This design comes from an exercise in tuning for small area, a short achievable clock period and few clock cycles per item on the open sky130 flow, not from production work.
RTL that was checked went through simulation tests only; none was proved equivalent to the original.
The clock port is modelled as an ideal driver; clocking choices that lean on that would not hold on a real chip.

// square_root32
module square_root32(
		input wire iCLOCK,
		input wire inRESET,
		input wire iDATA_REQ,
		output wire oDATA_BUSY,
		input wire [31:0] iDATA,
		output wire oDATA_VALID,
		input wire iDATA_BUSY,
		output wire [15:0] oDATA
	);
	reg b_skid_valid;
	reg [15:0] b_skid_data;
	reg b_out_valid;
	reg [15:0] b_out_data;
	wire adv = !b_skid_valid;
	reg b_v1;
	reg b_v2;
	reg b_v3;
	reg b_v4;
	reg b_v5;
	reg b_v6;
	wire [31:0] x0;
	wire [0:0] q1;
	wire [1:0] r1;
	wire [29:0] x1;
	reg [1:0] qn2;
	wire [1:0] q2 = ~qn2;
	reg [2:0] r2;
	reg [27:0] x2;
	wire [2:0] q3;
	wire [3:0] r3;
	wire [25:0] x3;
	wire [3:0] q4;
	wire [4:0] r4;
	wire [23:0] x4;
	reg [4:0] qn5;
	wire [4:0] q5 = ~qn5;
	reg [5:0] r5;
	reg [21:0] x5;
	wire [5:0] q6;
	wire [6:0] r6;
	wire [19:0] x6;
	wire [6:0] q7;
	wire [7:0] r7;
	wire [17:0] x7;
	reg [7:0] qn8;
	wire [7:0] q8 = ~qn8;
	reg [8:0] r8;
	reg [15:0] x8;
	wire [8:0] q9;
	wire [9:0] r9;
	wire [13:0] x9;
	reg [9:0] qn10;
	wire [9:0] q10 = ~qn10;
	reg [10:0] r10;
	reg [11:0] x10;
	wire [10:0] q11;
	wire [11:0] r11;
	wire [9:0] x11;
	reg [11:0] qn12;
	wire [11:0] q12 = ~qn12;
	reg [12:0] r12;
	reg [7:0] x12;
	wire [12:0] q13;
	wire [13:0] r13;
	wire [5:0] x13;
	reg [13:0] qn14;
	wire [13:0] q14 = ~qn14;
	reg [14:0] r14;
	reg [3:0] x14;
	wire [14:0] q15;
	wire [15:0] r15;
	wire [1:0] x15;
	wire [15:0] q16;
	assign x0 = iDATA;
	wire ge0 = (x0[31:30] != 2'b00);
	assign q1 = {ge0};
	assign r1 = (ge0 ? (x0[31:30] - 2'd1) : x0[31:30]);
	assign x1 = x0[29:0];
	wire [3:0] t1 = {r1, x1[29:28]};
  ...
==> flow/config.mk <==
export PLATFORM = sky130hd
export DESIGN_NAME = square_root32
export DESIGN_NICKNAME = square_root32
export VERILOG_FILES = /design/flow/design.v
export SDC_FILE = /design/flow/constraint.sdc
export NUM_CORES = 4
export LEC_CHECK = 0
export ABC_AREA = 1
export CAP_MARGIN = 20
export CORE_MARGIN = 2
export CORE_UTILIZATION = 68
export CTS_BUF_LIST = sky130_fd_sc_hd__clkbuf_16
export CTS_CLUSTER_DIAMETER = 80
export CTS_CLUSTER_SIZE = 28
export SLEW_MARGIN = 20
==> flow/constraint.sdc <==
create_clock -name core_clock -period 15.0 [get_ports {iCLOCK}]
set_input_delay 3.0000 -clock core_clock [delete_from_list [all_inputs] [get_ports {iCLOCK}]]
set_output_delay 3.0000 -clock core_clock [all_outputs]
set_load 0.01 [all_outputs]
standard.sh (not shown) runs the stock make flow with config.mk's settings and CLKGATE_MAP_FILE= SYNTH_SCRIPT=/design/flow/synth_recipe.tcl, a recipe that flattens the netlist after the stock synthesis.
==> flow/flow/run.sh <==
#!/bin/bash
# The standard layout (standard.sh, unchanged synthesis and steps), with:
# - a larger setup margin for ORFS's timing repair, so that repair works
#   towards a shorter achieved period;
# - port buffers of the smallest buffer cell (repair upsizes them as needed);
bash standard.sh SETUP_SLACK_MARGIN=10.9 BUFFER_PORTS_ARGS='-buffer_cell sky130_fd_sc_hd__buf_1' POST_CTS_TCL="$(pwd)/flow/flatten_clk.tcl" finish > standard.log 2>&1
==> flow/flow/flatten_clk.tcl <==
# Remove the clock tree's intermediate level: the root clock buffer then
# drives the leaf clock buffers directly. Every register keeps the same
# number of buffers (two) between the clock port and its clock pin.
set block [ord::get_db_block]
set root [$block findInst clkbuf_0_iCLOCK]
set rootnet [[$root findITerm X] getNet]
set mids {}
foreach it [$rootnet getITerms] {
  set inst [$it getInst]
  if {$inst eq $root} continue
  if {[string match "clkbuf_leaf_*" [$inst getName]]} continue
  lappend mids $inst
}
foreach inst $mids {
  if {![string match "clkbuf_*" [$inst getName]]} { error "unexpected load [$inst getName] on the root clock net" }
  set onet [[$inst findITerm X] getNet]
  set loads {}
  foreach it [$onet getITerms] { if {[$it getInst] ne $inst} { lappend loads $it } }
  set dummies {}
  foreach it $loads {
    if {[string match "clkload*" [[$it getInst] getName]]} { lappend dummies [$it getInst]; continue }
    if {![string match "clkbuf_leaf_*" [[$it getInst] getName]]} { error "unexpected load [[$it getInst] getName]" }
    $it disconnect
    $it connect $rootnet
  }
  puts "flatten_clk: removed [$inst getName], moved [llength $loads] leaf buffers to [$rootnet getName]"
  foreach d $dummies {
    puts "flatten_clk: removed dummy load [$d getName]"
    odb::dbInst_destroy $d
  }
  odb::dbInst_destroy $inst
  odb::dbNet_destroy $onet
}
The starting point went through all stages and came out clean.
Then changed:
--- a/flow/design.v
+++ b/flow/design.v
@@ -892,22 +892,17 @@
 			b_skid_valid <= 1'b0;
 		end else if (out_free) begin
 			b_out_valid <= b_skid_valid || b_v6;
 			b_skid_valid <= 1'b0;
 		end else if (!b_skid_valid) begin
 			b_skid_valid <= b_v6;
 		end
 	end
 	always @(posedge iCLOCK) begin
 		if (out_free) b_out_data <= b_skid_valid ? b_skid_data : res;
 		if (!b_skid_valid) b_skid_data <= res;
 	end
-	reg b_busy;
-	always @(posedge iCLOCK or negedge inRESET) begin
-		if (!inRESET) b_busy <= 1'b0;
-		else b_busy <= !out_free && (b_busy || b_v6);
-	end
-	assign oDATA_BUSY = b_busy;
+	assign oDATA_BUSY = b_skid_valid;
 	assign oDATA_VALID = b_out_valid;
 	assign oDATA = b_out_data;
 endmodule
 `default_nettype wire
What happened:
- The new run produced a clean layout
- maximum frequency increases by 0.97%
- final area decreases by 0.76%
- synthesized area is about the same
- setup slack improves by 38 ps
Testbench counts after the change, summed over its fixed seeds: cycles 12,056, items 12,000.
Function not checked in the first run of this note: the RTL went through the layout flow alone.

-- separate check: timing with driven ports --
In the flow no input, the clock included, has a driving cell. The finished layouts below were timed again as built, in two steps.
Step 1 sets driving cells, clkbuf_16 on the clock port and buf_2 on the other inputs (assumed; they add their load-dependent delay and slew).
Step 2 moves the port delays by t, midway between the first and last clock arrival at a register: inputs arrive t later, outputs are due t later. That takes back most of the time a late clock gives input paths.
a / b / c = ideal ports / drivers / drivers and shift; a / b = the first two.
run	t, ns	setup WS [ns]	worst setup path after step 2	worst register clock-pin slew, ns
the first run	0.470	11.025 / 10.980 / 10.965	input to register	0.11 / 0.11
the second run	0.467	11.063 / 11.019 / 10.988	input to register	0.11 / 0.11
After both steps setup and hold are still met in every run listed. For the second run, which loses most, drivers alone change the setup slack by -0.044 ns; drivers and shift together by -0.075 ns.
